What follows belongs to an exercise in optimizing a design on an open flow for small area and a short achievable clock period; a production flow would make more cautious choices.
RTL that was checked went through simulation tests only; none was proved equivalent to the original.
No driver is modelled on the clock port, so clock power and skew are understated where the tree is cut down; a real chip needs a root buffer or a tree.
Power figures rest on the tool's default switching activity, not on a simulated workload.

==> flow/design.v (excerpt) <==
module top (
    input clk, rst_n, MOSI, SS_n,
    output MISO
    );
wire [9:0] sr;       
wire ho_d;           
wire ho;             
wire [7:0] tx_data;  
slave dut (
    .MOSI(MOSI),
    .SS_n(SS_n),
    .clk(clk),
    .rst_n(rst_n),
    .tx_data(tx_data),
    .MISO(MISO),
    .ho_d(ho_d),
    .ho(ho),
    .shift_reg(sr)
    );
async_ram_sp my_ram (
    .clk(clk),
    .rst_n(rst_n),
    .MOSI(MOSI),
    .ho_d(ho_d),
    .ho(ho),
    .sr(sr),
    .dout(tx_data)
    );
endmodule
Settings: LEC_CHECK=0, CAP_MARGIN=20, CORE_MARGIN=2, CORE_UTILIZATION=70, PLACE_DENSITY=0.8, SETUP_SLACK_MARGIN=2.2, SLEW_MARGIN=20; clock period 4.0 ns.
standard.sh (not shown) runs the stock make flow with config.mk's settings and CLKGATE_MAP_FILE= SYNTH_SCRIPT=/design/flow/synth_recipe.tcl, a recipe that flattens the netlist after the stock synthesis.
==> flow/flow/run.sh <==
#!/bin/bash
# The standard flow's own layout (standard.sh), with one change in its clock tree synthesis step:
# flow/post_cts.tcl (which runs flow/ctree.tcl), sourced at the end of ORFS's cts.tcl
# (POST_CTS_TCL), replaces the
# clock tree with a two-level one (clock port -> 4 buffers -> 72 leaf buffers -> flip-flops).
# standard.sh's output goes to standard.log, each tool's to ORFS's own logs under orfs/logs.
set -euo pipefail
export CTS_ARGS="-sink_clustering_enable -repair_clock_nets -sink_clustering_size 26 -sink_clustering_max_diameter 80 -dont_use_dummy_load"
export POST_CTS_TCL="$PWD/flow/post_cts.tcl"
export CTREE_LEAVES=72
export CTREE_TOP=sky130_fd_sc_hd__clkbuf_16
export CTREE_LEAF=sky130_fd_sc_hd__clkbuf_16
bash standard.sh finish > standard.log 2>&1
Other scripts of this flow, unchanged in this note and not shown: flow/flow/ctree.tcl, flow/flow/post_cts.tcl
The first run passed the timing, design-rule and antenna checks.
Change:
- SETUP_SLACK_MARGIN: 2.2 -> 2.3
The changed run completed without violations.
Die area stays the same.
Setup slack hardly moves.
Sequential cell count is unchanged.
First-iteration DRC count rises slightly.
Core utilization barely changes.
Sequential share of layout area hardly moves.
Synthesized area does not change.
Global-route usage rises by 0.92 points.
Total power stays flat.
Clock skew rises by 0.0057 ns.
In every run of this note, the design's own scripts or RTL, not TritonCTS, make the clock network.

---

## run 1
top again, from the RTL that the note above started with.
==> flow/config.mk <==
export PLATFORM = sky130hd
export DESIGN_NAME = top
export DESIGN_NICKNAME = top
export VERILOG_FILES = /design/flow/design.v
export SDC_FILE = /design/flow/constraint.sdc
export NUM_CORES = 8
export LEC_CHECK = 0
export CAP_MARGIN = 20
export CORE_MARGIN = 2
export CORE_UTILIZATION = 70
export CTS_CLUSTER_DIAMETER = 80
export CTS_CLUSTER_SIZE = 26
export PLACE_DENSITY = 0.8
export SETUP_SLACK_MARGIN = 2.2
export SLEW_MARGIN = 20
==> flow/constraint.sdc <==
create_clock -name core_clock -period 4.0 [get_ports {clk}]
set_input_delay 0.8000 -clock core_clock [delete_from_list [all_inputs] [get_ports {clk}]]
set_output_delay 0.8000 -clock core_clock [all_outputs]
set_load 0.01 [all_outputs]
run.sh (not shown) runs the stock make flow with config.mk's settings and CLKGATE_MAP_FILE= SYNTH_SCRIPT=/design/flow/synth_recipe.tcl, a recipe that flattens the netlist after the stock synthesis.
Stock flow here: none of the scripts above is used.
--- input diff run 1..run 2 ---
# run 1
export LEC_CHECK = 0
export CAP_MARGIN = 20
export CORE_MARGIN = 2
export CORE_UTILIZATION = 70
export CTS_CLUSTER_DIAMETER = 80
export CTS_CLUSTER_SIZE = 26
export PLACE_DENSITY = 0.8
export SETUP_SLACK_MARGIN = 2.2
export SLEW_MARGIN = 20
create_clock -name core_clock -period 4.0 [get_ports {clk}]
# run 2
export LEC_CHECK = 0
export CAP_MARGIN = 20
export CORE_MARGIN = 2
export CORE_UTILIZATION = 70
export CTS_CLUSTER_DIAMETER = 80
export CTS_CLUSTER_SIZE = 26
export PLACE_DENSITY = 0.8
export SETUP_SLACK_MARGIN = 2.1
export SLEW_MARGIN = 20
create_clock -name core_clock -period 4.0 [get_ports {clk}]
Findings:
Comparing run 1 with run 2, the area added between synthesis and finish came out essentially unchanged.
Peak ir drop on the vdd network was higher in the run labelled run 1.
Total length of routed wires: run 1 vs run 2, no meaningful difference
[compare] base=run 1 new=run 2: end-of-flow core utilization held steady; count of instances resized after the clock tree is built lower; power per cell area about even.
Run 1 -> run 2: clock buffer count in the final layout decreased slightly
met2 wire length down 1.4% in run 2 wrt run 1
Measured slew at the worst slew-check pin in run 2 is 0.044 ns lower than in run 1
Run 2 vs run 1: setup slack up
What run 3 does differently from run 2 at the input level:
# run 2
export LEC_CHECK = 0
export CAP_MARGIN = 20
export CORE_MARGIN = 2
export CORE_UTILIZATION = 70
export CTS_CLUSTER_DIAMETER = 80
export CTS_CLUSTER_SIZE = 26
export PLACE_DENSITY = 0.8
export SETUP_SLACK_MARGIN = 2.1
export SLEW_MARGIN = 20
create_clock -name core_clock -period 4.0 [get_ports {clk}]
# run 3
export LEC_CHECK = 0
export CAP_MARGIN = 20
export CORE_MARGIN = 2
export CORE_UTILIZATION = 70
export CTS_CLUSTER_DIAMETER = 80
export CTS_CLUSTER_SIZE = 26
export PLACE_DENSITY = 0.8
export SETUP_SLACK_MARGIN = 2.0
export SLEW_MARGIN = 20
create_clock -name core_clock -period 4.0 [get_ports {clk}]
Results
Run 3 finished every stage and its layout cleared the timing, design-rule and antenna checks. For run 2, the worst setup path category was flip-flop to output pin, unlike run 3, where it was primary input to flip-flop. Run 2 vs run 3, launch point of the worst path: dut.MISO vs rst_n. Changes observed in run 3 relative to run 2: worst setup slack -0.028 ns, worst relative slew slack saw a decrease, final critical-path share of the clock period picked up an extra 0.70 points.

---

## job 8110
The RTL this note starts from:
==> flow/design.v <==
module async_ram_sp (
	input clk, rst_n,
	input ho,               
	input rx_valid,         
	input [10:0] sr,        
	output reg [7:0] dout   
	);
function [8:0] ring_slot;    
	input [7:0] a;
	reg [4:0] r;
	reg [1:0] y;
	begin
		if (a[3:2] != 2'b11) begin
			r = {1'b0, a[7:4]};
			y = a[3:2];
		end else begin
			case (a[7:4])
			4'd0:  begin r = 5'd16; y = 2'd0; end
			4'd1:  begin r = 5'd16; y = 2'd1; end
			4'd2:  begin r = 5'd16; y = 2'd2; end
			4'd3:  begin r = 5'd17; y = 2'd0; end
			4'd4:  begin r = 5'd17; y = 2'd1; end
			4'd5:  begin r = 5'd17; y = 2'd2; end
			4'd6:  begin r = 5'd18; y = 2'd0; end
			4'd7:  begin r = 5'd18; y = 2'd1; end
			4'd8:  begin r = 5'd18; y = 2'd2; end
			4'd9:  begin r = 5'd19; y = 2'd0; end
			4'd10: begin r = 5'd19; y = 2'd1; end
			4'd11: begin r = 5'd19; y = 2'd2; end
			4'd12: begin r = 5'd20; y = 2'd0; end
			4'd13: begin r = 5'd20; y = 2'd1; end
			4'd14: begin r = 5'd20; y = 2'd2; end
			default: begin r = 5'd21; y = 2'd0; end
			endcase
		end
		ring_slot = {r, y, a[1:0]};
	end
endfunction
wire [8:0] rd_addr = ring_slot(sr[7:0]);    
wire [8:0] wr_addr = ring_slot(sr[8:1]);    
reg [1:0] phx, phy;
always @(posedge clk) begin
	phx <= phx + 2'd1;
	if (phx == 2'd3)
		phy <= (phy == 2'd2) ? 2'd0 : phy + 2'd1;
end
wire [1:0] nphx = phx + 2'd1;
wire [1:0] nphy = (phx != 2'd3) ? phy : (phy == 2'd2) ? 2'd0 : phy + 2'd1;
reg [4:0] r_ring, w_ring;    
reg [3:0] r_slot, w_slot;
reg [7:0] wdata;             
reg wp;                      
reg wzd;                     
reg [7:0] pf;                
reg w_match, r_match;        
reg [21:0] rsel;             
reg [21:0] land;             
reg [7:0] tq;                
wire [4:0] nr_ring = (ho && sr[9:8] == 2'b10) ? rd_addr[8:4] : r_ring;
wire go = rx_valid & rst_n;    
wire c00 = go & (sr[10:9] == 2'b00);
wire c01 = go & (sr[10:9] == 2'b01);
wire c11 = go & (sr[10:9] == 2'b11);
wire w_match_d = (nphx == w_slot[1:0]) & ((nphy == w_slot[3:2]) | (w_ring == 5'd21) | (w_slot[3:2] == 2'b11));
wire w_land = wp & w_match;
wire w_keep = wp & ~w_match;
wire wp_d = c01 | w_keep;
always @(posedge clk) begin
	w_match <= w_match_d;
	r_match <= (nphx == r_slot[1:0]) & ((nphy == r_slot[3:2]) | (r_ring == 5'd21));
	land <= (wp_d & w_match_d) ? (22'd1 << w_ring) : 22'd0;
	rsel <= 22'd1 << nr_ring;
end
wire [22*8-1:0] pre;    
genvar g;
generate
	for (g = 0; g < 22; g = g + 1) begin : rg
		localparam N = (g == 21) ? 4 : 12;
		reg [8*N-1:0] s;
		wire [7:0] nxt = land[g] ? wdata : s[8*N-1 -: 8];
		always @(posedge clk)
			s <= {s[8*N-9:0], nxt};
		assign pre[8*g +: 8] = s[8*N-9 -: 8];
	end
endgenerate
reg [7:0] tq_d;
integer i;
always @(*) begin
	tq_d = 8'd0;
	for (i = 0; i < 22; i = i + 1)
		tq_d = tq_d | (pre[8*i +: 8] & {8{rsel[i]}});
end
wire [7:0] pf_d = !r_match ? pf : (w_land && w_ring == r_ring) ? wdata : tq;
wire zreq = ~rst_n | wzd;
always @(posedge clk) begin
	tq <= tq_d;
	pf <= pf_d;
	if (c01)
		wdata <= sr[8:1];
	wp <= wp_d;
	wzd <= zreq & w_keep;
	if (c00) begin
		w_ring <= wr_addr[8:4];
		w_slot <= wr_addr[3:0];
	end else if (zreq && !w_keep) begin
		w_ring <= 5'd0;
		w_slot <= 4'd0;
	end
	if (~rst_n) begin
		r_ring <= 5'd0;
		r_slot <= 4'd0;
	end else if (ho && sr[9:8] == 2'b10) begin
		r_ring <= rd_addr[8:4];
		r_slot <= rd_addr[3:0];
	end
	if (~rst_n)
		dout <= 8'd0;
	else if (c11)
		dout <= pf_d;
end
endmodule
module slave (
	input MOSI, SS_n, clk, rst_n,
	input [7:0] tx_data,
	output reg MISO,
	output reg ho,               
	output reg hv,               
	output reg [10:0] shift_reg  
	);
localparam IDLE = 3'b000;
localparam CHK_CMD = 3'b001;
localparam READ_ADD = 3'b010;
localparam READ_DATA = 3'b011;
localparam WRITE = 3'b100;
reg [2:0] cs, ns;
reg [4:0] counter;
reg flag;
reg show;    
wire in_frame = (cs == READ_ADD) || (cs == READ_DATA) || (cs == WRITE);
always @(posedge clk) begin
	if (~rst_n)
		counter <= 0;
	else if (SS_n)
		counter <= 0;
	else if (cs != IDLE)
		if (cs != READ_DATA && counter == 11)
			counter <= 0;
		else if (cs == READ_DATA && counter == 20)
			counter <= 0;
		else
			counter <= counter + 1;
	else
		counter <= 0;
end
always @(posedge clk)
	shift_reg <= {shift_reg[9:0], MOSI};
always @(posedge clk) begin
	if (~rst_n) begin
		cs <= IDLE;
		flag <= 1'b0;
	end
	else begin
		cs <= ns;
		if (cs == READ_ADD)
			flag <= 1'b1;
		else if (cs == READ_DATA)
			flag <= 1'b0;
	end
end
always @(*) begin
	ns = cs;
	case (cs)
		IDLE:      ns = SS_n ? IDLE : CHK_CMD;
		CHK_CMD:   if (SS_n) ns = IDLE;
		           else if (counter != 0) ns = shift_reg[0] ? (flag ? READ_DATA : READ_ADD) : WRITE;
		READ_ADD,
		READ_DATA,
		WRITE:     if (SS_n) ns = IDLE;
		default:   ns = IDLE;
	endcase
end
always @(posedge clk) begin
	ho <= rst_n && !SS_n && in_frame && counter == 10;
	hv <= rst_n && ho;
	show <= rst_n && !SS_n && cs == READ_DATA && counter >= 12 && counter <= 19;
end
wire [2:0] bit_idx = 3'd4 - counter[2:0];    
always @(posedge clk) begin
	if (~rst_n)
		MISO <= 1'b0;
	else
		MISO <= show && tx_data[bit_idx];
end
endmodule
module top (
    input clk, rst_n, MOSI, SS_n,
    output MISO
    );
wire [10:0] sr;      
wire ho;             
wire hv;             
wire [7:0] tx_data;  
slave dut (
    .MOSI(MOSI),
    .SS_n(SS_n),
    .clk(clk),
    .rst_n(rst_n),
    .tx_data(tx_data),
    .MISO(MISO),
    .ho(ho),
    .hv(hv),
    .shift_reg(sr)
    );
async_ram_sp my_ram (
    .clk(clk),
    .rst_n(rst_n),
    .ho(ho),
    .rx_valid(hv),
    .sr(sr),
    .dout(tx_data)
    );
endmodule
export LEC_CHECK = 0
export CAP_MARGIN = 20
export CORE_MARGIN = 2
export CORE_UTILIZATION = 70
export CTS_CLUSTER_DIAMETER = 80
export CTS_CLUSTER_SIZE = 26
export PLACE_DENSITY = 0.8
export SETUP_SLACK_MARGIN = 2.3
export SLEW_MARGIN = 20
create_clock -name core_clock -period 4.0 [get_ports {clk}]
Changes in job 9035 relative to job 8110:
- swapping 2.3 for 2.0 in SETUP_SLACK_MARGIN
==> notes.md <==
The higher final RePlAce weighted congestion of job 9035 and job 8110 is in job 8110.
Job 9035 against job 8110: signed area change from the synthesized netlist to the final layout now smaller; sequential cell area share has increased; clock share of power closely matched the old numbers.
In the reports for job 9035 and job 8110, the smaller static power due to leakage belongs to job 9035.
Achievable clock frequency went up slightly going from job 8110 to job 9035.
Diff job 8110..job 9035 | area after synthesis | unchanged
Diff job 8110..job 9035 | sequential cell area | negligible
Job 9035 vs job 8110: first-pass GRT wire length down by a few percent
The post-route worst hold slack of job 9035 and that of job 8110 are within noise of each other.
Function was not checked in any run of this note: the RTL went through the layout flow alone.

---

alpha:
top, a different RTL version from the one above (not shown whole).
Size in the first run: roughly 2800 cells after synthesis, roughly 2100 flip-flops, ~5 I/O pins, roughly 0.048 mm2 of cells after synthesis.
clock: 4.0 ns
lec_check: 0
cap_margin: 20
core_margin: 2
core_utilization: 40
setup_slack_margin: 2.0
slew_margin: 20
Edits applied to the flow inputs when going from alpha to beta:
- an added CTS_CLUSTER_DIAMETER of 80
- an added PLACE_DENSITY of 0.7
- an added CTS_CLUSTER_SIZE of 26
- a change of CORE_UTILIZATION from 40 to 60
### Flow results
Diff alpha..beta | count of clock tree sinks | unchanged. As far as netlist area before placement goes, alpha and beta are indistinguishable; the numbers are identical. Across both runs, least setup slack across all paths after layout was higher for beta than for alpha. Re global-route track usage on met3: beta is 0.17 points up on alpha. Cmp beta vs alpha: met3 wirelength from detailed routing lower in beta. beta: final layout net count lower than alpha. More vias were needed by alpha than by beta. beta -> alpha: fraction of cell area in non-clock buffers flat. Diff alpha -> beta: power now sits lower, die area moved down, pre-CTS setup slack went down 0.23 ns.
Input-level comparison between gamma and beta:
- CTS_CLUSTER_SIZE: 26 -> 30
- CORE_UTILIZATION: 60 -> 70
- CTS_CLUSTER_DIAMETER: 80 -> 100
- PLACE_DENSITY: 0.7 -> 0.8
--- outcome ---
- There was hardly any difference in part of the Yosys area used for sequential elements between gamma and beta.
- gamma vs beta, instance count: gamma lower
- Relative to beta, the relative area change from synthesis to final layout of gamma is lower by 1.1 points.
- For number of nets in the final layout, beta and gamma come out practically identical.
- The count of clock-buffer cells in the layout in gamma sits 11 below the value recorded for beta.
- When gamma is measured against beta, its average vias per placed instance turns out 6.1% higher.
- Compare gamma and beta | wire length lower: beta
- Compared with beta, gamma shows summed area of non-filler cells in the final layout lower by 510 um2.
- The worst slack after detailed placement in gamma was higher than what beta gave.
- Summary: with beta as the reference, total via count in the routed design in gamma moved up slightly.
- In the metrics for gamma and beta, the one carrying the lower portion of total power attributed to the clock network is gamma.

---

top, a different RTL version from the one above (not shown whole).
Size: ~2900 cells after synthesis, about 2200 flip-flops, ~5 I/O pins, ~0.049 sq mm of cells after synthesis.
make LEC_CHECK=0 CAP_MARGIN=20 CORE_MARGIN=2 CORE_UTILIZATION=70 CTS_CLUSTER_DIAMETER=80 CTS_CLUSTER_SIZE=26 PLACE_DENSITY=0.8 SETUP_SLACK_MARGIN=2.0 SLEW_MARGIN=20 finish   # period 4.0 ns
The baseline ran to the end with no violations.
Change:
CTS_CLUSTER_DIAMETER = 100   (was 80)
CTS_CLUSTER_SIZE = 30   (was 26)
After rerunning: The changed run passed the timing, design-rule and antenna checks. Wire length went down by 2.2%. Non-clock buffer count went down by 1. Synthesized cell count does not change. Register-to-register slack improves by 0.02 ns. Worst setup slack improves by 0.025 ns. Clock skew went up by 0.013 ns. Total power went down by 2.3%.
Function was not checked in any run of this note: the RTL went through the layout flow alone.

static timing again, ports no longer ideal:
Ports are ideal in the flow. The routed layouts listed here were re-timed in OpenROAD. Step 1 sets driving cells, clkbuf_16 on the clock port and buf_2 on the other inputs (assumed; they add their load-dependent delay and slew). Step 2 moves the port delays by t, midway between the first and last clock arrival at a register: inputs arrive t later, outputs are due t later. That takes back most of the time a late clock gives input paths. Slacks: ideal ports / drivers / drivers and shift; pairs: ideal ports / drivers.
run	shift t [ns]	slack for setup (ns)	worst setup path after step 2	worst data-port slew with drivers (ns)
the first run of note 1	0.631	2.250 / 2.124 / 1.729	input to register	0.03
the second run of note 1	0.639	2.250 / 2.118 / 2.052	input to register	0.03
run 1	0.734	2.079 / 2.015 / 1.599	input to register	0.03
run 2	0.752	2.093 / 2.027 / 1.450	input to register	0.03
run 3	0.736	2.065 / 2.026 / 1.367	input to register	0.03
job 8110	0.736	1.919 / 1.919 / 1.792	input to register	0.03
job 9035	0.739	1.955 / 1.955 / 1.430	input to register	0.03
alpha	0.815	1.982 / 1.964 / 1.312	input to register	0.09
beta	0.724	1.997 / 1.997 / 1.380	input to register	0.05
gamma	0.708	1.970 / 1.970 / 1.532	input to register	0.05
the first run of note 5	0.725	1.848 / 1.848 / 1.644	input to register	0.06
the second run of note 5	0.732	1.873 / 1.873 / 1.650	input to register	0.06
After both steps every run listed still meets setup and hold. The setup slack of run 3, which loses most, moves by -0.039 ns with the drivers and by -0.698 ns with both steps.
